This is an optimization exercise on Yosys and OpenROAD, whose aim is small area and a short achievable clock period, not a production implementation.
Function not checked in this run: the RTL went through the layout flow alone.
Power figures rest on the tool's default switching activity, not on a simulated workload.

==> design/flow/design.v <==
`timescale 1ns / 1ps
module fa(input a, b, c, output s, co);
    assign s = a ^ b ^ c;
    assign co = (a & b) | (a & c) | (b & c);
endmodule
module fx(input a, b, c, output s, co);
    wire t = a ^ b;
    assign s = t ^ c;
    assign co = t ? c : a;
endmodule
module ha(input a, b, output s, co);
    assign s = a ^ b;
    assign co = a & b;
endmodule
module Optimized_Wallace(
    input clk, rst,
    input [15:0] A, B,
    output reg [31:0] PRODUCT
);
    reg [15:0] ra;
    reg rb15;
    reg one0;
    reg two0;
    reg neg0;
    reg one1;
    reg two1;
    reg neg1;
    reg one2;
    reg two2;
    reg neg2;
    reg one3;
    reg two3;
    reg neg3;
    reg one4;
    reg two4;
    reg neg4;
    reg one5;
    reg two5;
    reg neg5;
    reg one6;
    reg two6;
    reg neg6;
    reg one7;
    reg two7;
    reg neg7;
    reg [92:0] r2;
    reg [57:0] r3;
    reg v1, v2, v3;
    wire pp1 = ((one0 & ra[0])) ^ neg0;
    wire pp2 = ((one0 & ra[1]) | (two0 & ra[0])) ^ neg0;
    wire pp3 = ((one0 & ra[2]) | (two0 & ra[1])) ^ neg0;
    wire pp4 = ((one0 & ra[3]) | (two0 & ra[2])) ^ neg0;
    wire pp5 = ((one0 & ra[4]) | (two0 & ra[3])) ^ neg0;
    wire pp6 = ((one0 & ra[5]) | (two0 & ra[4])) ^ neg0;
    wire pp7 = ((one0 & ra[6]) | (two0 & ra[5])) ^ neg0;
    wire pp8 = ((one0 & ra[7]) | (two0 & ra[6])) ^ neg0;
    wire pp9 = ((one0 & ra[8]) | (two0 & ra[7])) ^ neg0;
    wire pp10 = ((one0 & ra[9]) | (two0 & ra[8])) ^ neg0;
    wire pp11 = ((one0 & ra[10]) | (two0 & ra[9])) ^ neg0;
    wire pp12 = ((one0 & ra[11]) | (two0 & ra[10])) ^ neg0;
    wire pp13 = ((one0 & ra[12]) | (two0 & ra[11])) ^ neg0;
    wire pp14 = ((one0 & ra[13]) | (two0 & ra[12])) ^ neg0;
    wire pp15 = ((one0 & ra[14]) | (two0 & ra[13])) ^ neg0;
    wire pp16 = ((one0 & ra[15]) | (two0 & ra[14])) ^ neg0;
    wire pp17 = ((two0 & ra[15])) ^ neg0;
    wire ns18 = ~neg0;
    wire pp19 = ((one1 & ra[0])) ^ neg1;
    wire pp20 = ((one1 & ra[1]) | (two1 & ra[0])) ^ neg1;
    wire pp21 = ((one1 & ra[2]) | (two1 & ra[1])) ^ neg1;
    wire pp22 = ((one1 & ra[3]) | (two1 & ra[2])) ^ neg1;
    wire pp23 = ((one1 & ra[4]) | (two1 & ra[3])) ^ neg1;
    wire pp24 = ((one1 & ra[5]) | (two1 & ra[4])) ^ neg1;
    wire pp25 = ((one1 & ra[6]) | (two1 & ra[5])) ^ neg1;
    wire pp26 = ((one1 & ra[7]) | (two1 & ra[6])) ^ neg1;
    wire pp27 = ((one1 & ra[8]) | (two1 & ra[7])) ^ neg1;
    wire pp28 = ((one1 & ra[9]) | (two1 & ra[8])) ^ neg1;
    wire pp29 = ((one1 & ra[10]) | (two1 & ra[9])) ^ neg1;
    wire pp30 = ((one1 & ra[11]) | (two1 & ra[10])) ^ neg1;
    wire pp31 = ((one1 & ra[12]) | (two1 & ra[11])) ^ neg1;
    wire pp32 = ((one1 & ra[13]) | (two1 & ra[12])) ^ neg1;
    wire pp33 = ((one1 & ra[14]) | (two1 & ra[13])) ^ neg1;
    wire pp34 = ((one1 & ra[15]) | (two1 & ra[14])) ^ neg1;
    wire pp35 = ((two1 & ra[15])) ^ neg1;
    wire ns36 = ~neg1;
    wire pp37 = ((one2 & ra[0])) ^ neg2;
    wire pp38 = ((one2 & ra[1]) | (two2 & ra[0])) ^ neg2;
    wire pp39 = ((one2 & ra[2]) | (two2 & ra[1])) ^ neg2;
    wire pp40 = ((one2 & ra[3]) | (two2 & ra[2])) ^ neg2;
    wire pp41 = ((one2 & ra[4]) | (two2 & ra[3])) ^ neg2;
    wire pp42 = ((one2 & ra[5]) | (two2 & ra[4])) ^ neg2;
    wire pp43 = ((one2 & ra[6]) | (two2 & ra[5])) ^ neg2;
    wire pp44 = ((one2 & ra[7]) | (two2 & ra[6])) ^ neg2;
    wire pp45 = ((one2 & ra[8]) | (two2 & ra[7])) ^ neg2;
    wire pp46 = ((one2 & ra[9]) | (two2 & ra[8])) ^ neg2;
    wire pp47 = ((one2 & ra[10]) | (two2 & ra[9])) ^ neg2;
    wire pp48 = ((one2 & ra[11]) | (two2 & ra[10])) ^ neg2;
    wire pp49 = ((one2 & ra[12]) | (two2 & ra[11])) ^ neg2;
    wire pp50 = ((one2 & ra[13]) | (two2 & ra[12])) ^ neg2;
    wire pp51 = ((one2 & ra[14]) | (two2 & ra[13])) ^ neg2;
    wire pp52 = ((one2 & ra[15]) | (two2 & ra[14])) ^ neg2;
    wire pp53 = ((two2 & ra[15])) ^ neg2;
    wire ns54 = ~neg2;
    wire pp55 = ((one3 & ra[0])) ^ neg3;
    wire pp56 = ((one3 & ra[1]) | (two3 & ra[0])) ^ neg3;
    wire pp57 = ((one3 & ra[2]) | (two3 & ra[1])) ^ neg3;
    wire pp58 = ((one3 & ra[3]) | (two3 & ra[2])) ^ neg3;
    wire pp59 = ((one3 & ra[4]) | (two3 & ra[3])) ^ neg3;
    wire pp60 = ((one3 & ra[5]) | (two3 & ra[4])) ^ neg3;
    wire pp61 = ((one3 & ra[6]) | (two3 & ra[5])) ^ neg3;
    wire pp62 = ((one3 & ra[7]) | (two3 & ra[6])) ^ neg3;
    wire pp63 = ((one3 & ra[8]) | (two3 & ra[7])) ^ neg3;
    wire pp64 = ((one3 & ra[9]) | (two3 & ra[8])) ^ neg3;
    wire pp65 = ((one3 & ra[10]) | (two3 & ra[9])) ^ neg3;
    wire pp66 = ((one3 & ra[11]) | (two3 & ra[10])) ^ neg3;
    wire pp67 = ((one3 & ra[12]) | (two3 & ra[11])) ^ neg3;
    wire pp68 = ((one3 & ra[13]) | (two3 & ra[12])) ^ neg3;
    wire pp69 = ((one3 & ra[14]) | (two3 & ra[13])) ^ neg3;
    wire pp70 = ((one3 & ra[15]) | (two3 & ra[14])) ^ neg3;
    wire pp71 = ((two3 & ra[15])) ^ neg3;
    wire ns72 = ~neg3;
    wire pp73 = ((one4 & ra[0])) ^ neg4;
    wire pp74 = ((one4 & ra[1]) | (two4 & ra[0])) ^ neg4;
    wire pp75 = ((one4 & ra[2]) | (two4 & ra[1])) ^ neg4;
    wire pp76 = ((one4 & ra[3]) | (two4 & ra[2])) ^ neg4;
    wire pp77 = ((one4 & ra[4]) | (two4 & ra[3])) ^ neg4;
    wire pp78 = ((one4 & ra[5]) | (two4 & ra[4])) ^ neg4;
    wire pp79 = ((one4 & ra[6]) | (two4 & ra[5])) ^ neg4;
    wire pp80 = ((one4 & ra[7]) | (two4 & ra[6])) ^ neg4;
    wire pp81 = ((one4 & ra[8]) | (two4 & ra[7])) ^ neg4;
    wire pp82 = ((one4 & ra[9]) | (two4 & ra[8])) ^ neg4;
    wire pp83 = ((one4 & ra[10]) | (two4 & ra[9])) ^ neg4;
    wire pp84 = ((one4 & ra[11]) | (two4 & ra[10])) ^ neg4;
    wire pp85 = ((one4 & ra[12]) | (two4 & ra[11])) ^ neg4;
    wire pp86 = ((one4 & ra[13]) | (two4 & ra[12])) ^ neg4;
    wire pp87 = ((one4 & ra[14]) | (two4 & ra[13])) ^ neg4;
    wire pp88 = ((one4 & ra[15]) | (two4 & ra[14])) ^ neg4;
    wire pp89 = ((two4 & ra[15])) ^ neg4;
    wire ns90 = ~neg4;
    wire pp91 = ((one5 & ra[0])) ^ neg5;
    wire pp92 = ((one5 & ra[1]) | (two5 & ra[0])) ^ neg5;
    wire pp93 = ((one5 & ra[2]) | (two5 & ra[1])) ^ neg5;
    wire pp94 = ((one5 & ra[3]) | (two5 & ra[2])) ^ neg5;
    wire pp95 = ((one5 & ra[4]) | (two5 & ra[3])) ^ neg5;
    wire pp96 = ((one5 & ra[5]) | (two5 & ra[4])) ^ neg5;
    wire pp97 = ((one5 & ra[6]) | (two5 & ra[5])) ^ neg5;
    wire pp98 = ((one5 & ra[7]) | (two5 & ra[6])) ^ neg5;
    wire pp99 = ((one5 & ra[8]) | (two5 & ra[7])) ^ neg5;
    wire pp100 = ((one5 & ra[9]) | (two5 & ra[8])) ^ neg5;
    wire pp101 = ((one5 & ra[10]) | (two5 & ra[9])) ^ neg5;
    wire pp102 = ((one5 & ra[11]) | (two5 & ra[10])) ^ neg5;
    wire pp103 = ((one5 & ra[12]) | (two5 & ra[11])) ^ neg5;
    wire pp104 = ((one5 & ra[13]) | (two5 & ra[12])) ^ neg5;
    wire pp105 = ((one5 & ra[14]) | (two5 & ra[13])) ^ neg5;
    wire pp106 = ((one5 & ra[15]) | (two5 & ra[14])) ^ neg5;
    wire pp107 = ((two5 & ra[15])) ^ neg5;
    wire ns108 = ~neg5;
    wire pp109 = ((one6 & ra[0])) ^ neg6;
    wire pp110 = ((one6 & ra[1]) | (two6 & ra[0])) ^ neg6;
    wire pp111 = ((one6 & ra[2]) | (two6 & ra[1])) ^ neg6;
    wire pp112 = ((one6 & ra[3]) | (two6 & ra[2])) ^ neg6;
    wire pp113 = ((one6 & ra[4]) | (two6 & ra[3])) ^ neg6;
    wire pp114 = ((one6 & ra[5]) | (two6 & ra[4])) ^ neg6;
    wire pp115 = ((one6 & ra[6]) | (two6 & ra[5])) ^ neg6;
    wire pp116 = ((one6 & ra[7]) | (two6 & ra[6])) ^ neg6;
    wire pp117 = ((one6 & ra[8]) | (two6 & ra[7])) ^ neg6;
    wire pp118 = ((one6 & ra[9]) | (two6 & ra[8])) ^ neg6;
    wire pp119 = ((one6 & ra[10]) | (two6 & ra[9])) ^ neg6;
    wire pp120 = ((one6 & ra[11]) | (two6 & ra[10])) ^ neg6;
    wire pp121 = ((one6 & ra[12]) | (two6 & ra[11])) ^ neg6;
    wire pp122 = ((one6 & ra[13]) | (two6 & ra[12])) ^ neg6;
    wire pp123 = ((one6 & ra[14]) | (two6 & ra[13])) ^ neg6;
    wire pp124 = ((one6 & ra[15]) | (two6 & ra[14])) ^ neg6;
    wire pp125 = ((two6 & ra[15])) ^ neg6;
    wire ns126 = ~neg6;
    wire pp127 = ((one7 & ra[0])) ^ neg7;
    wire pp128 = ((one7 & ra[1]) | (two7 & ra[0])) ^ neg7;
    wire pp129 = ((one7 & ra[2]) | (two7 & ra[1])) ^ neg7;
    wire pp130 = ((one7 & ra[3]) | (two7 & ra[2])) ^ neg7;
    wire pp131 = ((one7 & ra[4]) | (two7 & ra[3])) ^ neg7;
    wire pp132 = ((one7 & ra[5]) | (two7 & ra[4])) ^ neg7;
    wire pp133 = ((one7 & ra[6]) | (two7 & ra[5])) ^ neg7;
    wire pp134 = ((one7 & ra[7]) | (two7 & ra[6])) ^ neg7;
    wire pp135 = ((one7 & ra[8]) | (two7 & ra[7])) ^ neg7;
    wire pp136 = ((one7 & ra[9]) | (two7 & ra[8])) ^ neg7;
    wire pp137 = ((one7 & ra[10]) | (two7 & ra[9])) ^ neg7;
    wire pp138 = ((one7 & ra[11]) | (two7 & ra[10])) ^ neg7;
    wire pp139 = ((one7 & ra[12]) | (two7 & ra[11])) ^ neg7;
    wire pp140 = ((one7 & ra[13]) | (two7 & ra[12])) ^ neg7;
    wire pp141 = ((one7 & ra[14]) | (two7 & ra[13])) ^ neg7;
    wire pp142 = ((one7 & ra[15]) | (two7 & ra[14])) ^ neg7;
    wire pp143 = ((two7 & ra[15])) ^ neg7;
    wire ns144 = ~neg7;
    wire pp145 = rb15 & ra[0];
    wire pp146 = rb15 & ra[1];
    wire pp147 = rb15 & ra[2];
    wire pp148 = rb15 & ra[3];
    wire pp149 = rb15 & ra[4];
    wire pp150 = rb15 & ra[5];
    wire pp151 = rb15 & ra[6];
    wire pp152 = rb15 & ra[7];
    wire pp153 = rb15 & ra[8];
    wire pp154 = rb15 & ra[9];
    wire pp155 = rb15 & ra[10];
    wire pp156 = rb15 & ra[11];
    wire pp157 = rb15 & ra[12];
    wire pp158 = rb15 & ra[13];
    wire pp159 = rb15 & ra[14];
    wire pp160 = rb15 & ra[15];
    wire s161, c162;
    fa u_s161 (.a(pp3), .b(pp19), .c(neg1), .s(s161), .co(c162));
    wire s163, c164;
    fa u_s163 (.a(pp5), .b(pp21), .c(pp37), .s(s163), .co(c164));
    wire s165, c166;
    fa u_s165 (.a(pp6), .b(pp22), .c(pp38), .s(s165), .co(c166));
    wire s167, c168;
    fa u_s167 (.a(pp7), .b(pp23), .c(pp39), .s(s167), .co(c168));
    wire s169, c170;
    fa u_s169 (.a(pp8), .b(pp24), .c(pp40), .s(s169), .co(c170));
    wire s171, c172;
    fa u_s171 (.a(pp9), .b(pp25), .c(pp41), .s(s171), .co(c172));
    wire s173, c174;
    fa u_s173 (.a(pp57), .b(pp73), .c(neg4), .s(s173), .co(c174));
    wire s175, c176;
    fa u_s175 (.a(pp10), .b(pp26), .c(pp42), .s(s175), .co(c176));
    wire s177, c178;
    fa u_s177 (.a(pp11), .b(pp27), .c(pp43), .s(s177), .co(c178));
    wire s179, c180;
    fa u_s179 (.a(pp59), .b(pp75), .c(pp91), .s(s179), .co(c180));
    wire s181, c182;
    fa u_s181 (.a(pp12), .b(pp28), .c(pp44), .s(s181), .co(c182));
    wire s183, c184;
    fa u_s183 (.a(pp60), .b(pp76), .c(pp92), .s(s183), .co(c184));
    wire s185, c186;
    fa u_s185 (.a(pp13), .b(pp29), .c(pp45), .s(s185), .co(c186));
    wire s187, c188;
    fa u_s187 (.a(pp61), .b(pp77), .c(pp93), .s(s187), .co(c188));
    wire s189, c190;
    fa u_s189 (.a(pp14), .b(pp30), .c(pp46), .s(s189), .co(c190));
    wire s191, c192;
    fa u_s191 (.a(pp62), .b(pp78), .c(pp94), .s(s191), .co(c192));
    wire s193, c194;
    fa u_s193 (.a(pp15), .b(pp31), .c(pp47), .s(s193), .co(c194));
    wire s195, c196;
    fa u_s195 (.a(pp63), .b(pp79), .c(pp95), .s(s195), .co(c196));
    wire s197, c198;
    fa u_s197 (.a(pp111), .b(pp127), .c(neg7), .s(s197), .co(c198));
    wire s199, c200;
    fa u_s199 (.a(pp16), .b(pp32), .c(pp48), .s(s199), .co(c200));
    wire s201, c202;
    fa u_s201 (.a(pp64), .b(pp80), .c(pp96), .s(s201), .co(c202));
    wire s203, c204;
    ha u_s203 (.a(pp112), .b(pp128), .s(s203), .co(c204));
    wire s205, c206;
    fa u_s205 (.a(pp17), .b(pp33), .c(pp49), .s(s205), .co(c206));
    wire s207, c208;
    fa u_s207 (.a(pp65), .b(pp81), .c(pp97), .s(s207), .co(c208));
    wire s209, c210;
    fa u_s209 (.a(pp113), .b(pp129), .c(pp145), .s(s209), .co(c210));
    wire s211, c212;
    fa u_s211 (.a(neg0), .b(pp34), .c(pp50), .s(s211), .co(c212));
    wire s213, c214;
    fa u_s213 (.a(pp66), .b(pp82), .c(pp98), .s(s213), .co(c214));
    wire s215, c216;
    fa u_s215 (.a(pp114), .b(pp130), .c(pp146), .s(s215), .co(c216));
    wire s217, c218;
    fa u_s217 (.a(neg0), .b(pp35), .c(pp51), .s(s217), .co(c218));
    wire s219, c220;
    fa u_s219 (.a(pp67), .b(pp83), .c(pp99), .s(s219), .co(c220));
    wire s221, c222;
    fa u_s221 (.a(pp115), .b(pp131), .c(pp147), .s(s221), .co(c222));
    wire s223, c224;
    fa u_s223 (.a(ns18), .b(ns36), .c(pp52), .s(s223), .co(c224));
    wire s225, c226;
    fa u_s225 (.a(pp68), .b(pp84), .c(pp100), .s(s225), .co(c226));
    wire s227, c228;
    fa u_s227 (.a(pp116), .b(pp132), .c(pp148), .s(s227), .co(c228));
    wire s229 = ~(pp53 ^ pp69);
    wire c230 = pp53 | pp69;
    wire s231, c232;
    fa u_s231 (.a(pp85), .b(pp101), .c(pp117), .s(s231), .co(c232));
    wire s233, c234;
    ha u_s233 (.a(pp133), .b(pp149), .s(s233), .co(c234));
    wire s235, c236;
    fa u_s235 (.a(ns54), .b(pp70), .c(pp86), .s(s235), .co(c236));
    wire s237, c238;
    fa u_s237 (.a(pp102), .b(pp118), .c(pp134), .s(s237), .co(c238));
    wire s239 = ~(pp71 ^ pp87);
    wire c240 = pp71 | pp87;
    wire s241, c242;
    fa u_s241 (.a(pp103), .b(pp119), .c(pp135), .s(s241), .co(c242));
    wire s243, c244;
    fa u_s243 (.a(ns72), .b(pp88), .c(pp104), .s(s243), .co(c244));
    wire s245, c246;
    fa u_s245 (.a(pp120), .b(pp136), .c(pp152), .s(s245), .co(c246));
    wire s247 = ~(pp89 ^ pp105);
    wire c248 = pp89 | pp105;
    wire s249, c250;
    fa u_s249 (.a(pp121), .b(pp137), .c(pp153), .s(s249), .co(c250));
    wire s251, c252;
    fa u_s251 (.a(ns90), .b(pp106), .c(pp122), .s(s251), .co(c252));
    wire s253 = ~(pp107 ^ pp123);
    wire c254 = pp107 | pp123;
    wire s255, c256;
    fa u_s255 (.a(ns108), .b(pp124), .c(pp140), .s(s255), .co(c256));
    wire s257 = ~(pp125 ^ pp141);
    wire c258 = pp125 | pp141;
    wire s259, c260;
    fa u_s259 (.a(ns126), .b(pp142), .c(pp158), .s(s259), .co(c260));
    wire s261 = ~(pp143 ^ pp159);
    wire c262 = pp143 | pp159;
    wire s263, c264;
    fa u_s263 (.a(c162), .b(pp4), .c(pp20), .s(s263), .co(c264));
    wire s265, c266;
    fa u_s265 (.a(c166), .b(s167), .c(pp55), .s(s265), .co(c266));
    wire s267, c268;
    fa u_s267 (.a(c168), .b(s169), .c(pp56), .s(s267), .co(c268));
    wire s269, c270;
    fa u_s269 (.a(c170), .b(s171), .c(s173), .s(s269), .co(c270));
    wire s271, c272;
    fa u_s271 (.a(c172), .b(c174), .c(s175), .s(s271), .co(c272));
    wire s273, c274;
    fa u_s273 (.a(c176), .b(s177), .c(s179), .s(s273), .co(c274));
    wire s275, c276;
    fa u_s275 (.a(c178), .b(c180), .c(s181), .s(s275), .co(c276));
    wire s277, c278;
    fa u_s277 (.a(c182), .b(c184), .c(s185), .s(s277), .co(c278));
    wire s279, c280;
    fa u_s279 (.a(s187), .b(pp109), .c(neg6), .s(s279), .co(c280));
    wire s281, c282;
    fa u_s281 (.a(c186), .b(c188), .c(s189), .s(s281), .co(c282));
    wire s283, c284;
    ha u_s283 (.a(s191), .b(pp110), .s(s283), .co(c284));
    wire s285, c286;
    fa u_s285 (.a(c190), .b(c192), .c(s193), .s(s285), .co(c286));
    wire s287, c288;
    ha u_s287 (.a(s195), .b(s197), .s(s287), .co(c288));
    wire s289, c290;
    fa u_s289 (.a(c194), .b(c196), .c(c198), .s(s289), .co(c290));
    wire s291, c292;
    fa u_s291 (.a(s199), .b(s201), .c(s203), .s(s291), .co(c292));
    wire s293, c294;
    fa u_s293 (.a(c200), .b(c202), .c(c204), .s(s293), .co(c294));
    wire s295, c296;
    fa u_s295 (.a(s205), .b(s207), .c(s209), .s(s295), .co(c296));
    wire s297, c298;
    fa u_s297 (.a(c206), .b(c208), .c(c210), .s(s297), .co(c298));
    wire s299, c300;
    fa u_s299 (.a(s211), .b(s213), .c(s215), .s(s299), .co(c300));
    wire s301, c302;
    fa u_s301 (.a(c212), .b(c214), .c(c216), .s(s301), .co(c302));
    wire s303, c304;
    fa u_s303 (.a(s217), .b(s219), .c(s221), .s(s303), .co(c304));
    wire s305, c306;
    fa u_s305 (.a(c218), .b(c220), .c(c222), .s(s305), .co(c306));
    wire s307, c308;
    fa u_s307 (.a(s223), .b(s225), .c(s227), .s(s307), .co(c308));
    wire s309, c310;
    fa u_s309 (.a(c224), .b(c226), .c(c228), .s(s309), .co(c310));
    wire s311, c312;
    fa u_s311 (.a(s229), .b(s231), .c(s233), .s(s311), .co(c312));
    wire s313, c314;
    fa u_s313 (.a(c230), .b(c232), .c(c234), .s(s313), .co(c314));
    wire s315, c316;
    fa u_s315 (.a(s235), .b(s237), .c(pp150), .s(s315), .co(c316));
    wire s317, c318;
    fa u_s317 (.a(c236), .b(c238), .c(s239), .s(s317), .co(c318));
    wire s319, c320;
    ha u_s319 (.a(s241), .b(pp151), .s(s319), .co(c320));
    wire s321, c322;
    fa u_s321 (.a(c240), .b(c242), .c(s243), .s(s321), .co(c322));
    wire s323, c324;
    fa u_s323 (.a(c244), .b(c246), .c(s247), .s(s323), .co(c324));
    wire s325, c326;
    fa u_s325 (.a(c248), .b(c250), .c(s251), .s(s325), .co(c326));
    wire s327, c328;
    fa u_s327 (.a(c252), .b(s253), .c(pp139), .s(s327), .co(c328));
    wire s329, c330;
    fa u_s329 (.a(c254), .b(s255), .c(pp156), .s(s329), .co(c330));
    wire s331, c332;
    fa u_s331 (.a(c256), .b(s257), .c(pp157), .s(s331), .co(c332));
    wire s333, c334;
    fa u_s333 (.a(c262), .b(ns144), .c(pp160), .s(s333), .co(c334));
    wire s335, c336;
    fa u_s335 (.a(r2[5]), .b(r2[6]), .c(r2[7]), .s(s335), .co(c336));
    wire s337, c338;
    fa u_s337 (.a(r2[16]), .b(r2[17]), .c(r2[18]), .s(s337), .co(c338));
    wire s339, c340;
    fa u_s339 (.a(r2[20]), .b(r2[21]), .c(r2[22]), .s(s339), .co(c340));
    wire s341, c342;
    fa u_s341 (.a(r2[23]), .b(r2[24]), .c(r2[25]), .s(s341), .co(c342));
    wire s343, c344;
    fa u_s343 (.a(r2[26]), .b(r2[27]), .c(r2[28]), .s(s343), .co(c344));
    wire s345, c346;
    fa u_s345 (.a(r2[29]), .b(r2[30]), .c(r2[31]), .s(s345), .co(c346));
    wire s347, c348;
    fa u_s347 (.a(r2[33]), .b(r2[34]), .c(r2[35]), .s(s347), .co(c348));
    wire s349, c350;
    fa u_s349 (.a(r2[37]), .b(r2[38]), .c(r2[39]), .s(s349), .co(c350));
    wire s351, c352;
    fa u_s351 (.a(r2[41]), .b(r2[42]), .c(r2[43]), .s(s351), .co(c352));
    wire s353, c354;
    fa u_s353 (.a(r2[45]), .b(r2[46]), .c(r2[47]), .s(s353), .co(c354));
    wire s355, c356;
    fa u_s355 (.a(r2[49]), .b(r2[50]), .c(r2[51]), .s(s355), .co(c356));
    wire s357, c358;
    fa u_s357 (.a(r2[53]), .b(r2[54]), .c(r2[55]), .s(s357), .co(c358));
    wire s359, c360;
    fa u_s359 (.a(r2[57]), .b(r2[58]), .c(r2[59]), .s(s359), .co(c360));
    wire s361, c362;
    fa u_s361 (.a(r2[61]), .b(r2[62]), .c(r2[63]), .s(s361), .co(c362));
    wire s363, c364;
    fa u_s363 (.a(r2[65]), .b(r2[66]), .c(r2[67]), .s(s363), .co(c364));
    wire s365, c366;
    fa u_s365 (.a(r2[69]), .b(r2[70]), .c(r2[71]), .s(s365), .co(c366));
    wire s367, c368;
    fa u_s367 (.a(r2[73]), .b(r2[74]), .c(r2[75]), .s(s367), .co(c368));
    wire s369, c370;
    fa u_s369 (.a(r2[76]), .b(r2[77]), .c(r2[78]), .s(s369), .co(c370));
    wire s371, c372;
    fa u_s371 (.a(r2[80]), .b(r2[81]), .c(r2[82]), .s(s371), .co(c372));
    wire s373, c374;
    fa u_s373 (.a(r2[87]), .b(r2[88]), .c(r2[89]), .s(s373), .co(c374));
    wire s375, c376;
    fa u_s375 (.a(c336), .b(r2[8]), .c(r2[9]), .s(s375), .co(c376));
    wire s377, c378;
    ha u_s377 (.a(r2[10]), .b(r2[11]), .s(s377), .co(c378));
    wire s379, c380;
    ha u_s379 (.a(r2[12]), .b(r2[13]), .s(s379), .co(c380));
    wire s381, c382;
    ha u_s381 (.a(r2[14]), .b(r2[15]), .s(s381), .co(c382));
    wire s383, c384;
    ha u_s383 (.a(s337), .b(r2[19]), .s(s383), .co(c384));
    wire s385, c386;
    ha u_s385 (.a(c338), .b(s339), .s(s385), .co(c386));
    wire s387, c388;
    ha u_s387 (.a(c340), .b(s341), .s(s387), .co(c388));
    wire s389, c390;
    ha u_s389 (.a(c342), .b(s343), .s(s389), .co(c390));
    wire s391, c392;
    fa u_s391 (.a(c344), .b(s345), .c(r2[32]), .s(s391), .co(c392));
    wire s393, c394;
    fa u_s393 (.a(c346), .b(s347), .c(r2[36]), .s(s393), .co(c394));
    wire s395, c396;
    fa u_s395 (.a(c348), .b(s349), .c(r2[40]), .s(s395), .co(c396));
    wire s397, c398;
    fa u_s397 (.a(c350), .b(s351), .c(r2[44]), .s(s397), .co(c398));
    wire s399, c400;
    fa u_s399 (.a(c352), .b(s353), .c(r2[48]), .s(s399), .co(c400));
    wire s401, c402;
    fa u_s401 (.a(c354), .b(s355), .c(r2[52]), .s(s401), .co(c402));
    wire s403, c404;
    fa u_s403 (.a(c356), .b(s357), .c(r2[56]), .s(s403), .co(c404));
    wire s405, c406;
    fa u_s405 (.a(c358), .b(s359), .c(r2[60]), .s(s405), .co(c406));
    wire s407, c408;
    fa u_s407 (.a(c360), .b(s361), .c(r2[64]), .s(s407), .co(c408));
    wire s409, c410;
    fa u_s409 (.a(c362), .b(s363), .c(r2[68]), .s(s409), .co(c410));
    wire s411, c412;
    fa u_s411 (.a(c364), .b(s365), .c(r2[72]), .s(s411), .co(c412));
    wire s413, c414;
    ha u_s413 (.a(c366), .b(s367), .s(s413), .co(c414));
    wire s415, c416;
    fa u_s415 (.a(c368), .b(s369), .c(r2[79]), .s(s415), .co(c416));
    wire s417, c418;
    ha u_s417 (.a(c370), .b(s371), .s(s417), .co(c418));
    wire s419, c420;
    fa u_s419 (.a(c372), .b(r2[83]), .c(r2[84]), .s(s419), .co(c420));
    wire s421, c422;
    ha u_s421 (.a(r2[85]), .b(r2[86]), .s(s421), .co(c422));
    wire s423, c424;
    fa u_s423 (.a(c374), .b(r2[90]), .c(r2[91]), .s(s423), .co(c424));
    wire g425, p426;
    ha u_p426 (.a(r2[0]), .b(r2[1]), .s(p426), .co(g425));
    wire g427, p428;
    ha u_p428 (.a(c376), .b(s377), .s(p428), .co(g427));
    wire g429, p430;
    ha u_p430 (.a(c378), .b(s379), .s(p430), .co(g429));
    wire g431, p432;
    ha u_p432 (.a(c380), .b(s381), .s(p432), .co(g431));
    wire g433, p434;
    ha u_p434 (.a(c382), .b(s383), .s(p434), .co(g433));
    wire g435, p436;
    ha u_p436 (.a(c384), .b(s385), .s(p436), .co(g435));
    wire g437, p438;
    ha u_p438 (.a(c386), .b(s387), .s(p438), .co(g437));
    wire g439, p440;
    ha u_p440 (.a(c388), .b(s389), .s(p440), .co(g439));
    wire g441, p442;
    ha u_p442 (.a(c390), .b(s391), .s(p442), .co(g441));
    wire g443, p444;
    ha u_p444 (.a(c392), .b(s393), .s(p444), .co(g443));
    wire g445, p446;
    ha u_p446 (.a(c394), .b(s395), .s(p446), .co(g445));
    wire g447, p448;
    ha u_p448 (.a(c396), .b(s397), .s(p448), .co(g447));
    wire g449, p450;
    ha u_p450 (.a(c398), .b(s399), .s(p450), .co(g449));
    wire g451, p452;
    ha u_p452 (.a(c400), .b(s401), .s(p452), .co(g451));
    wire g453, p454;
    ha u_p454 (.a(c402), .b(s403), .s(p454), .co(g453));
    wire g455, p456;
    ha u_p456 (.a(c404), .b(s405), .s(p456), .co(g455));
    wire g457, p458;
    ha u_p458 (.a(c406), .b(s407), .s(p458), .co(g457));
    wire g459, p460;
    ha u_p460 (.a(c408), .b(s409), .s(p460), .co(g459));
    wire g461, p462;
    ha u_p462 (.a(c410), .b(s411), .s(p462), .co(g461));
    wire g463, p464;
    ha u_p464 (.a(c412), .b(s413), .s(p464), .co(g463));
    wire g465, p466;
    ha u_p466 (.a(c414), .b(s415), .s(p466), .co(g465));
    wire g467, p468;
    ha u_p468 (.a(c416), .b(s417), .s(p468), .co(g467));
    wire g469, p470;
    ha u_p470 (.a(c418), .b(s419), .s(p470), .co(g469));
    wire g471, p472;
    ha u_p472 (.a(c420), .b(s421), .s(p472), .co(g471));
    wire g473, p474;
    ha u_p474 (.a(c422), .b(s373), .s(p474), .co(g473));
    wire g475, p476;
    ha u_p476 (.a(c424), .b(r2[92]), .s(p476), .co(g475));
    wire G477 = 1'b0 | (r3[2] & r3[1]);
    wire P478 = r3[2] & r3[0];
    wire G479 = 1'b0 | (r3[3] & 1'b0);
    wire P480 = r3[3] & r3[2];
    wire G481 = 1'b0 | (r3[4] & 1'b0);
    wire P482 = r3[4] & r3[3];
    wire G483 = 1'b0 | (r3[5] & 1'b0);
    wire P484 = r3[5] & r3[4];
    wire G485 = 1'b0 | (r3[6] & 1'b0);
    wire P486 = r3[6] & r3[5];
    wire G487 = r3[8] | (r3[7] & 1'b0);
    wire P488 = r3[7] & r3[6];
    wire G489 = r3[10] | (r3[9] & r3[8]);
    wire P490 = r3[9] & r3[7];
    wire G491 = r3[12] | (r3[11] & r3[10]);
    wire P492 = r3[11] & r3[9];
    wire G493 = r3[14] | (r3[13] & r3[12]);
    wire P494 = r3[13] & r3[11];
    wire G495 = r3[16] | (r3[15] & r3[14]);
    wire P496 = r3[15] & r3[13];
    wire G497 = r3[18] | (r3[17] & r3[16]);
    wire P498 = r3[17] & r3[15];
    wire G499 = r3[20] | (r3[19] & r3[18]);
    wire P500 = r3[19] & r3[17];
    wire G501 = r3[22] | (r3[21] & r3[20]);
    wire P502 = r3[21] & r3[19];
    wire G503 = r3[24] | (r3[23] & r3[22]);
    wire P504 = r3[23] & r3[21];
    wire G505 = r3[26] | (r3[25] & r3[24]);
    wire P506 = r3[25] & r3[23];
    wire G507 = r3[28] | (r3[27] & r3[26]);
    wire P508 = r3[27] & r3[25];
    wire G509 = r3[30] | (r3[29] & r3[28]);
    wire P510 = r3[29] & r3[27];
    wire G511 = r3[32] | (r3[31] & r3[30]);
    wire P512 = r3[31] & r3[29];
    wire G513 = r3[34] | (r3[33] & r3[32]);
    wire P514 = r3[33] & r3[31];
    wire G515 = r3[36] | (r3[35] & r3[34]);
    wire P516 = r3[35] & r3[33];
    wire G517 = r3[38] | (r3[37] & r3[36]);
    wire P518 = r3[37] & r3[35];
    wire G519 = r3[40] | (r3[39] & r3[38]);
    wire P520 = r3[39] & r3[37];
    wire G521 = r3[42] | (r3[41] & r3[40]);
    wire P522 = r3[41] & r3[39];
    wire G523 = r3[44] | (r3[43] & r3[42]);
    wire P524 = r3[43] & r3[41];
    wire G525 = r3[46] | (r3[45] & r3[44]);
    wire P526 = r3[45] & r3[43];
    wire G527 = r3[48] | (r3[47] & r3[46]);
    wire P528 = r3[47] & r3[45];
    wire G529 = r3[50] | (r3[49] & r3[48]);
    wire P530 = r3[49] & r3[47];
    wire G531 = r3[52] | (r3[51] & r3[50]);
    wire P532 = r3[51] & r3[49];
    wire G533 = r3[54] | (r3[53] & r3[52]);
    wire P534 = r3[53] & r3[51];
    wire G535 = 1'b0 | (r3[55] & r3[54]);
    wire P536 = r3[55] & r3[53];
    wire G537 = r3[57] | (r3[56] & 1'b0);
    wire P538 = r3[56] & r3[55];
    wire G539 = G479 | (P480 & r3[1]);
    wire P540 = P480 & r3[0];
    wire G541 = G481 | (P482 & G477);
    wire P542 = P482 & P478;
    wire G543 = G483 | (P484 & G479);
    wire P544 = P484 & P480;
    wire G545 = G485 | (P486 & G481);
    wire P546 = P486 & P482;
    wire G547 = G487 | (P488 & G483);
    wire P548 = P488 & P484;
    wire G549 = G489 | (P490 & G485);
    wire P550 = P490 & P486;
    wire G551 = G491 | (P492 & G487);
    wire P552 = P492 & P488;
    wire G553 = G493 | (P494 & G489);
    wire P554 = P494 & P490;
    wire G555 = G495 | (P496 & G491);
    wire P556 = P496 & P492;
    wire G557 = G497 | (P498 & G493);
    wire P558 = P498 & P494;
    wire G559 = G499 | (P500 & G495);
    wire P560 = P500 & P496;
    wire G561 = G501 | (P502 & G497);
    wire P562 = P502 & P498;
    wire G563 = G503 | (P504 & G499);
    wire P564 = P504 & P500;
    wire G565 = G505 | (P506 & G501);
    wire P566 = P506 & P502;
    wire G567 = G507 | (P508 & G503);
    wire P568 = P508 & P504;
    wire G569 = G509 | (P510 & G505);
    wire P570 = P510 & P506;
    wire G571 = G511 | (P512 & G507);
    wire P572 = P512 & P508;
    wire G573 = G513 | (P514 & G509);
    wire P574 = P514 & P510;
    wire G575 = G515 | (P516 & G511);
    wire P576 = P516 & P512;
    wire G577 = G517 | (P518 & G513);
    wire P578 = P518 & P514;
    wire G579 = G519 | (P520 & G515);
    wire P580 = P520 & P516;
    wire G581 = G521 | (P522 & G517);
    wire P582 = P522 & P518;
    wire G583 = G523 | (P524 & G519);
    wire P584 = P524 & P520;
    wire G585 = G525 | (P526 & G521);
    wire P586 = P526 & P522;
    wire G587 = G527 | (P528 & G523);
    wire P588 = P528 & P524;
    wire G589 = G529 | (P530 & G525);
    wire P590 = P530 & P526;
    wire G591 = G531 | (P532 & G527);
    wire P592 = P532 & P528;
    wire G593 = G533 | (P534 & G529);
    wire P594 = P534 & P530;
    wire G595 = G535 | (P536 & G531);
    wire P596 = P536 & P532;
    wire G597 = G537 | (P538 & G533);
    wire P598 = P538 & P534;
    wire G599 = G543 | (P544 & r3[1]);
    wire P600 = P544 & r3[0];
    wire G601 = G545 | (P546 & G477);
    wire P602 = P546 & P478;
    wire G603 = G547 | (P548 & G539);
    wire P604 = P548 & P540;
    wire G605 = G549 | (P550 & G541);
    wire P606 = P550 & P542;
    wire G607 = G551 | (P552 & G543);
    wire P608 = P552 & P544;
    wire G609 = G553 | (P554 & G545);
    wire P610 = P554 & P546;
    wire G611 = G555 | (P556 & G547);
    wire P612 = P556 & P548;
    wire G613 = G557 | (P558 & G549);
    wire P614 = P558 & P550;
    wire G615 = G559 | (P560 & G551);
    wire P616 = P560 & P552;
    wire G617 = G561 | (P562 & G553);
    wire P618 = P562 & P554;
    wire G619 = G563 | (P564 & G555);
    wire P620 = P564 & P556;
    wire G621 = G565 | (P566 & G557);
    wire P622 = P566 & P558;
    wire G623 = G567 | (P568 & G559);
    wire P624 = P568 & P560;
    wire G625 = G569 | (P570 & G561);
    wire P626 = P570 & P562;
    wire G627 = G571 | (P572 & G563);
    wire P628 = P572 & P564;
    wire G629 = G573 | (P574 & G565);
    wire P630 = P574 & P566;
    wire G631 = G575 | (P576 & G567);
    wire P632 = P576 & P568;
    wire G633 = G577 | (P578 & G569);
    wire P634 = P578 & P570;
    wire G635 = G579 | (P580 & G571);
    wire P636 = P580 & P572;
    wire G637 = G581 | (P582 & G573);
    wire P638 = P582 & P574;
    wire G639 = G583 | (P584 & G575);
    wire P640 = P584 & P576;
    wire G641 = G585 | (P586 & G577);
    wire P642 = P586 & P578;
    wire G643 = G587 | (P588 & G579);
    wire P644 = P588 & P580;
    wire G645 = G589 | (P590 & G581);
    wire P646 = P590 & P582;
    wire G647 = G591 | (P592 & G583);
    wire P648 = P592 & P584;
    wire G649 = G593 | (P594 & G585);
    wire P650 = P594 & P586;
    wire G651 = G595 | (P596 & G587);
    wire P652 = P596 & P588;
    wire G653 = G597 | (P598 & G589);
    wire P654 = P598 & P590;
    wire G655 = G607 | (P608 & r3[1]);
    wire P656 = P608 & r3[0];
    wire G657 = G609 | (P610 & G477);
    wire P658 = P610 & P478;
    wire G659 = G611 | (P612 & G539);
    wire P660 = P612 & P540;
    wire G661 = G613 | (P614 & G541);
    wire P662 = P614 & P542;
    wire G663 = G615 | (P616 & G599);
    wire P664 = P616 & P600;
    wire G665 = G617 | (P618 & G601);
    wire P666 = P618 & P602;
    wire G667 = G619 | (P620 & G603);
    wire P668 = P620 & P604;
    wire G669 = G621 | (P622 & G605);
    wire P670 = P622 & P606;
    wire G671 = G623 | (P624 & G607);
    wire P672 = P624 & P608;
    wire G673 = G625 | (P626 & G609);
    wire P674 = P626 & P610;
    wire G675 = G627 | (P628 & G611);
    wire P676 = P628 & P612;
    wire G677 = G629 | (P630 & G613);
    wire P678 = P630 & P614;
    wire G679 = G631 | (P632 & G615);
    wire P680 = P632 & P616;
    wire G681 = G633 | (P634 & G617);
    wire P682 = P634 & P618;
    wire G683 = G635 | (P636 & G619);
    wire P684 = P636 & P620;
    wire G685 = G637 | (P638 & G621);
    wire P686 = P638 & P622;
    wire G687 = G639 | (P640 & G623);
    wire P688 = P640 & P624;
    wire G689 = G641 | (P642 & G625);
    wire P690 = P642 & P626;
    wire G691 = G643 | (P644 & G627);
    wire P692 = P644 & P628;
    wire G693 = G645 | (P646 & G629);
    wire P694 = P646 & P630;
    wire G695 = G647 | (P648 & G631);
    wire P696 = P648 & P632;
    wire G697 = G649 | (P650 & G633);
    wire P698 = P650 & P634;
    wire G699 = G651 | (P652 & G635);
    wire P700 = P652 & P636;
    wire G701 = G653 | (P654 & G637);
    wire P702 = P654 & P638;
    wire G703 = G671 | (P672 & r3[1]);
    wire P704 = P672 & r3[0];
    wire G705 = G673 | (P674 & G477);
    wire P706 = P674 & P478;
    wire G707 = G675 | (P676 & G539);
    wire P708 = P676 & P540;
    wire G709 = G677 | (P678 & G541);
    wire P710 = P678 & P542;
    wire G711 = G679 | (P680 & G599);
    wire P712 = P680 & P600;
    wire G713 = G681 | (P682 & G601);
    wire P714 = P682 & P602;
    wire G715 = G683 | (P684 & G603);
    wire P716 = P684 & P604;
    wire G717 = G685 | (P686 & G605);
    wire P718 = P686 & P606;
    wire G719 = G687 | (P688 & G655);
    wire P720 = P688 & P656;
    wire G721 = G689 | (P690 & G657);
    wire P722 = P690 & P658;
    wire G723 = G691 | (P692 & G659);
    wire P724 = P692 & P660;
    wire G725 = G693 | (P694 & G661);
    wire P726 = P694 & P662;
    wire G727 = G695 | (P696 & G663);
    wire P728 = P696 & P664;
    wire G729 = G697 | (P698 & G665);
    wire P730 = P698 & P666;
    wire G731 = G699 | (P700 & G667);
    wire P732 = P700 & P668;
    wire G733 = G701 | (P702 & G669);
    wire P734 = P702 & P670;
    wire sum735 = r3[0];
    wire sum736 = r3[2] ^ r3[1];
    wire sum737 = r3[3] ^ G477;
    wire sum738 = r3[4] ^ G539;
    wire sum739 = r3[5] ^ G541;
    wire sum740 = r3[6] ^ G599;
    wire sum741 = r3[7] ^ G601;
    wire sum742 = r3[9] ^ G603;
    wire sum743 = r3[11] ^ G605;
    wire sum744 = r3[13] ^ G655;
    wire sum745 = r3[15] ^ G657;
    wire sum746 = r3[17] ^ G659;
    wire sum747 = r3[19] ^ G661;
    wire sum748 = r3[21] ^ G663;
    wire sum749 = r3[23] ^ G665;
    wire sum750 = r3[25] ^ G667;
    wire sum751 = r3[27] ^ G669;
    wire sum752 = r3[29] ^ G703;
    wire sum753 = r3[31] ^ G705;
    wire sum754 = r3[33] ^ G707;
    wire sum755 = r3[35] ^ G709;
    wire sum756 = r3[37] ^ G711;
    wire sum757 = r3[39] ^ G713;
    wire sum758 = r3[41] ^ G715;
    wire sum759 = r3[43] ^ G717;
    wire sum760 = r3[45] ^ G719;
    wire sum761 = r3[47] ^ G721;
    wire sum762 = r3[49] ^ G723;
    wire sum763 = r3[51] ^ G725;
    wire sum764 = r3[53] ^ G727;
    wire sum765 = r3[55] ^ G729;
    wire sum766 = r3[56] ^ G731;
    wire [31:0] sum = {sum766, sum765, sum764, sum763, sum762, sum761, sum760, sum759, sum758, sum757, sum756, sum755, sum754, sum753, sum752, sum751, sum750, sum749, sum748, sum747, sum746, sum745, sum744, sum743, sum742, sum741, sum740, sum739, sum738, sum737, sum736, sum735};
    always @(posedge clk or posedge rst) begin
        if (rst) begin
            v1 <= 1'b0; v2 <= 1'b0; v3 <= 1'b0;
            PRODUCT <= 32'd0;
        end else begin
            v1 <= 1'b1; v2 <= v1; v3 <= v2;
            PRODUCT <= sum & {32{v3}};
        end
    end
    always @(posedge clk) begin
        ra <= A;
        rb15 <= B[15];
        one0 <= B[0] ^ 1'b0;
        two0 <= (B[1] & ~B[0] & ~1'b0) | (~B[1] & B[0] & 1'b0);
        neg0 <= B[1] & ~(B[0] & 1'b0);
        one1 <= B[2] ^ B[1];
        two1 <= (B[3] & ~B[2] & ~B[1]) | (~B[3] & B[2] & B[1]);
        neg1 <= B[3] & ~(B[2] & B[1]);
        one2 <= B[4] ^ B[3];
        two2 <= (B[5] & ~B[4] & ~B[3]) | (~B[5] & B[4] & B[3]);
        neg2 <= B[5] & ~(B[4] & B[3]);
        one3 <= B[6] ^ B[5];
        two3 <= (B[7] & ~B[6] & ~B[5]) | (~B[7] & B[6] & B[5]);
        neg3 <= B[7] & ~(B[6] & B[5]);
        one4 <= B[8] ^ B[7];
        two4 <= (B[9] & ~B[8] & ~B[7]) | (~B[9] & B[8] & B[7]);
        neg4 <= B[9] & ~(B[8] & B[7]);
        one5 <= B[10] ^ B[9];
        two5 <= (B[11] & ~B[10] & ~B[9]) | (~B[11] & B[10] & B[9]);
        neg5 <= B[11] & ~(B[10] & B[9]);
        one6 <= B[12] ^ B[11];
        two6 <= (B[13] & ~B[12] & ~B[11]) | (~B[13] & B[12] & B[11]);
        neg6 <= B[13] & ~(B[12] & B[11]);
        one7 <= B[14] ^ B[13];
        two7 <= (B[15] & ~B[14] & ~B[13]) | (~B[15] & B[14] & B[13]);
        neg7 <= B[15] & ~(B[14] & B[13]);
        r2 <= {s333, s261, c260, s259, c258, c332, s331, c330, s329, c328, pp155, s327, c326, pp154, pp138, s325, c324, s249, s323, c322, s245, s321, c320, c318, s319, s317, c316, c314, s315, s313, c312, c310, s311, s309, c308, c306, s307, s305, c304, c302, s303, s301, c300, c298, s299, s297, c296, c294, s295, s293, c292, c290, s291, s289, c288, c286, s287, s285, c284, c282, s283, s281, c280, c278, s279, s277, c276, s183, s275, c274, neg5, s273, c272, pp74, pp58, s271, c270, s269, c268, s267, c266, neg3, s265, s165, c164, neg2, s163, c264, s263, s161, pp2, neg0, pp1};
        r3 <= {g475, p476, s423, g473, p474, g471, p472, g469, p470, g467, p468, g465, p466, g463, p464, g461, p462, g459, p460, g457, p458, g455, p456, g453, p454, g451, p452, g449, p450, g447, p448, g445, p446, g443, p444, g441, p442, g439, p440, g437, p438, g435, p436, g433, p434, g431, p432, g429, p430, g427, p428, s375, s335, r2[4], r2[3], r2[2], g425, p426};
    end
endmodule
==> design/flow/run.sh <==
#!/bin/bash
# synth_recipe.tcl (not shown) runs the flow's synth.tcl, then flattens the netlist and writes it again
# the make line also repeats each setting of config.mk as NAME=value (left out here)
make -C /OpenROAD-flow-scripts/flow DESIGN_CONFIG=/design/flow/config.mk WORK_HOME=/design/flow/orfs CLKGATE_MAP_FILE= SYNTH_SCRIPT=/design/flow/synth_recipe.tcl finish
==> design/flow/config.mk <==
export PLATFORM = sky130hd
export DESIGN_NAME = Optimized_Wallace
export DESIGN_NICKNAME = Optimized_Wallace
export VERILOG_FILES = /design/flow/design.v
export SDC_FILE = /design/flow/constraint.sdc
export NUM_CORES = 4
export LEC_CHECK = 0
export CAP_MARGIN = 20
export CORE_MARGIN = 2
export CORE_UTILIZATION = 40
export SETUP_SLACK_MARGIN = 1.4
export SLEW_MARGIN = 20
export SYNTH_HIERARCHICAL = 1
export SYNTH_MINIMUM_KEEP_SIZE = 0
==> design/flow/constraint.sdc <==
create_clock -name core_clock -period 3.0 [get_ports {clk}]
set_input_delay 0.6000 -clock core_clock [delete_from_list [all_inputs] [get_ports {clk}]]
set_output_delay 0.6000 -clock core_clock [all_outputs]
set_load 0.01 [all_outputs]
==> results.txt <==
status no timing/DRC/antenna violations; Synth Warn # 7; count of cell types in the netlist 57; Synth async-reset ratio between 10% and 20%; reg2reg path depth 5; Max VDD drop between 500 and 600 µV; number of flops mapped to enable cells by yosys 0; critical path startpoint category flip-flop; critical path type flip-flop to flip-flop; Post-route DRC 0; Critical Path AT 2400 ps; crit path max fanout 8; Worst Path Required approximately 3400 ps; first-pass GRT wire length 46500 µm; final hold slack 326 ps; crit share post-route approximately two thirds; # hold bufs at CTS 0; GRT Total Usage between 10% and 20%; clock skew a little over 10 ps; Final min period just over 2000 ps; Sink Count approximately 230; Final ANT Viol Nets 0; # port buffers 65; MaxCap Viol Count 0; drt first-iter violations approximately 480; LEAKAGE approximately 6.6 nW; WL final a little under 30000 µm; Cells after Synth approximately 1100; row cnt 63; layout cells sized above 1 between 50% and 60%; Synth top area share 32.2%; predominant post-synthesis flop cell dfxtp_1; pwr dens a little under 900 nW/µm²; vias per cell just over 5; Yosys top cell by area dfxtp_1; Core ar. 29400 µm²; most common cell in the netlist dfxtp_1; Net Count, Synth 1253; ANT cells 0; Initial Util 40.4%; Slew Limit Fails 0; CTS tree done; final hold vios 0; die area 31100 µm²; IO Pins 66; min-delay worst type flip-flop to flip-flop; Util after Layout a little under three fifths; reg-to-reg startpoint one1; number of detailed-route iterations in the first pass 5; Final Total Pwr 15.0 mW; layout net count approximately 1400; CTS root buffer clkbuf_16; hold path start r2[3]; synth top area cells dfxtp_1 32%, fa_1 19%, xnor2_1 11%; GP Congestion around 0.83; Die X between 150 and 200 µm; vias in the first global route between 8000 and 9000; Clock transition at path regs 60 ps; Routed WL per cell around 18 µm; Synth top cells by count 191 x dfxtp_1, 143 x xnor2_1, 123 x a22oi_1, 111 x fa_1, 78 x clkbuf_1; synthesized area approximately 12000 µm²; worst-skew pair later-pin latency just over 500 ps; hold-critical path depth 0; DR vias just over 8000; CP endpoint kind flip-flop; Die H ~180 µm; Setup crit start one1; Seq cells post-synth between 200 and 250; largest net degree at the start of global routing 36; Peak Freq between 400 and 500 MHz; register area share after synthesis 39.6%; Fillers approximately 2300; setup violators final 0; H-tree Lvls 1; post-route setup TNS 0 ps; hpwl dp 19400 µm; area delta synth->final 41.9%; RSZ-0062 raised after global routing true; Longest Clk Path Bufs 3; initial antenna violation count 0; total CTS buffers 25; Avg Synthesized Cell Area roughly 11 µm²; grt ovf 0
per-layer routing:
metal  wire length, µm  track usage (%)  up-vias
met5                 0                0        -
met2             13300             30.1      224
met1             13300             26.2     4019
li1                  -                -     3846
met3              1610             3.08       62
met4               780             5.61        0
registers in the layout (all words and copies together) (netlist names), 16 cells and up:
| name | count |
|---|---|
| r2 | 93 |
| r3 | 57 |
| PRODUCT | 32 |
| ra | 16 |
Yosys stat by module (local to each module, per instance):
module             cells  times used  flip-flops and latches  cell area (µm²)
ha                     1          41                       0             12.5
fa                     1         111                       0             20.0
Optimized_Wallace    901           1                     226             9130
worst max-delay path, cell delays in order, from the launching register on:
cell	delay, ps
dfxtp_4	370
buf_12	150
a22oi_2	200
xnor2_2	110
fa_2	620
fa_2	440
final timing paths:
path                               end  slack (ps)
setup reg to reg                r2[48]         990
hold / removal                   r3[3]         330
max in group asynchronous  PRODUCT[27]        2180
min in group asynchronous   PRODUCT[2]         480
hold reg to reg                  r3[3]         330
setup / recovery                r2[48]         990
report_power, final:
| group | switching, mW | total (mW) | internal (mW) |
|---|---|---|---|
| combinational | 3.30 | 6.69 | 3.39 |
| sequential | 0.943 | 5.25 | 4.31 |
| clock | 1.22 | 3.10 | 1.88 |
| total | 5.46 | 15.0 | 9.58 |
stage by stage:
step / instances / area [µm²] / setup slack, ps
floorplan: 1053 / 13000 / 1040
global placement: 1464 / 13400 / 803
detailed placement: 1464 / 13400 / 734
CTS: 1557 / 15800 / 1010
global route: 1594 / 16800 / 954
finish: 1594 / 16800 / 988
final cells by class:
class                           count  area (µm²)  area share, %
Sequential cell                   226        4880           29.0
Timing Repair Buffer              196        2070           12.3
Clock inverter                     12         129          0.765
Tap cell                          390         488           2.90
Inverter                           26         101          0.602
Clock buffer                       32         723           4.29
Multi-Input combinational cell    712        8450           50.2
cells in the final DEF, fill, tap and decap left out, drive strengths merged, types with 4 or more instances in the layout:
master / instances
clkinv: 6
nor2: 33
ha: 55
dfrtp: 35
and3: 4
o21ai: 27
and2: 18
dfxtp: 191
inv: 28
xor2: 10
o21a: 6
nand4: 11
a22oi: 123
buf: 161
nor2b: 9
mux2i: 5
fa: 111
a21oi: 38
clkbuf: 34
o21bai: 6
nor3: 10
nand3: 4
clkdlybuf4s50: 33
nand2: 47
nand3b: 7
xnor2: 143
nand2b: 12
kinds of logic (layout without fill, tap and decap cells):
logic type / after synthesis / count (layout) / share of synthesized area [%]
flip-flops: 226 / 226 / 39.6
AND/OR/NAND/NOR: 165 / 165 / 7.28
multiplexers: 5 / 5 / 0.422
XOR/XNOR: 153 / 153 / 11.3
adder cells (fa/ha/maj): 166 / 166 / 24.5
AO/OA/AOI/OAI: 222 / 222 / 13.1
buffers and inverters: 115 / 266 / 3.72
other: 1 / 1 / 0.0316
timing repair:
item                       4_1_cts  5_1_grt
resized for setup              456      166
setup endpoints to repair      152      153
setup buffers                   44       35
pin swaps                      136      117
cloned                           5        2

## what the ideal ports hide
Ports are ideal in the flow. The routed layout listed here was re-timed in OpenROAD.
Step 1 sets driving cells, clkbuf_16 on the clock port and buf_2 on the other inputs (assumed; they add their load-dependent delay and slew).
Step 2 times the ports against the registers' clock, not the clock port: input delays grow and output delays shrink by t, the midpoint of the rising clock arrivals with the driver on.
a / b / c = ideal ports / drivers / drivers and shift; a / b = the first two.
t (ns): 0.559
slack for setup (ns): 0.988 / 0.988 / 0.988
worst setup path after step 2: register to register
worst register clock-pin slew, ns: 0.07 / 0.07
After both steps this run still meets setup and hold. The setup slack of this run moves by 0.000 ns with the drivers and by 0.000 ns with both steps.
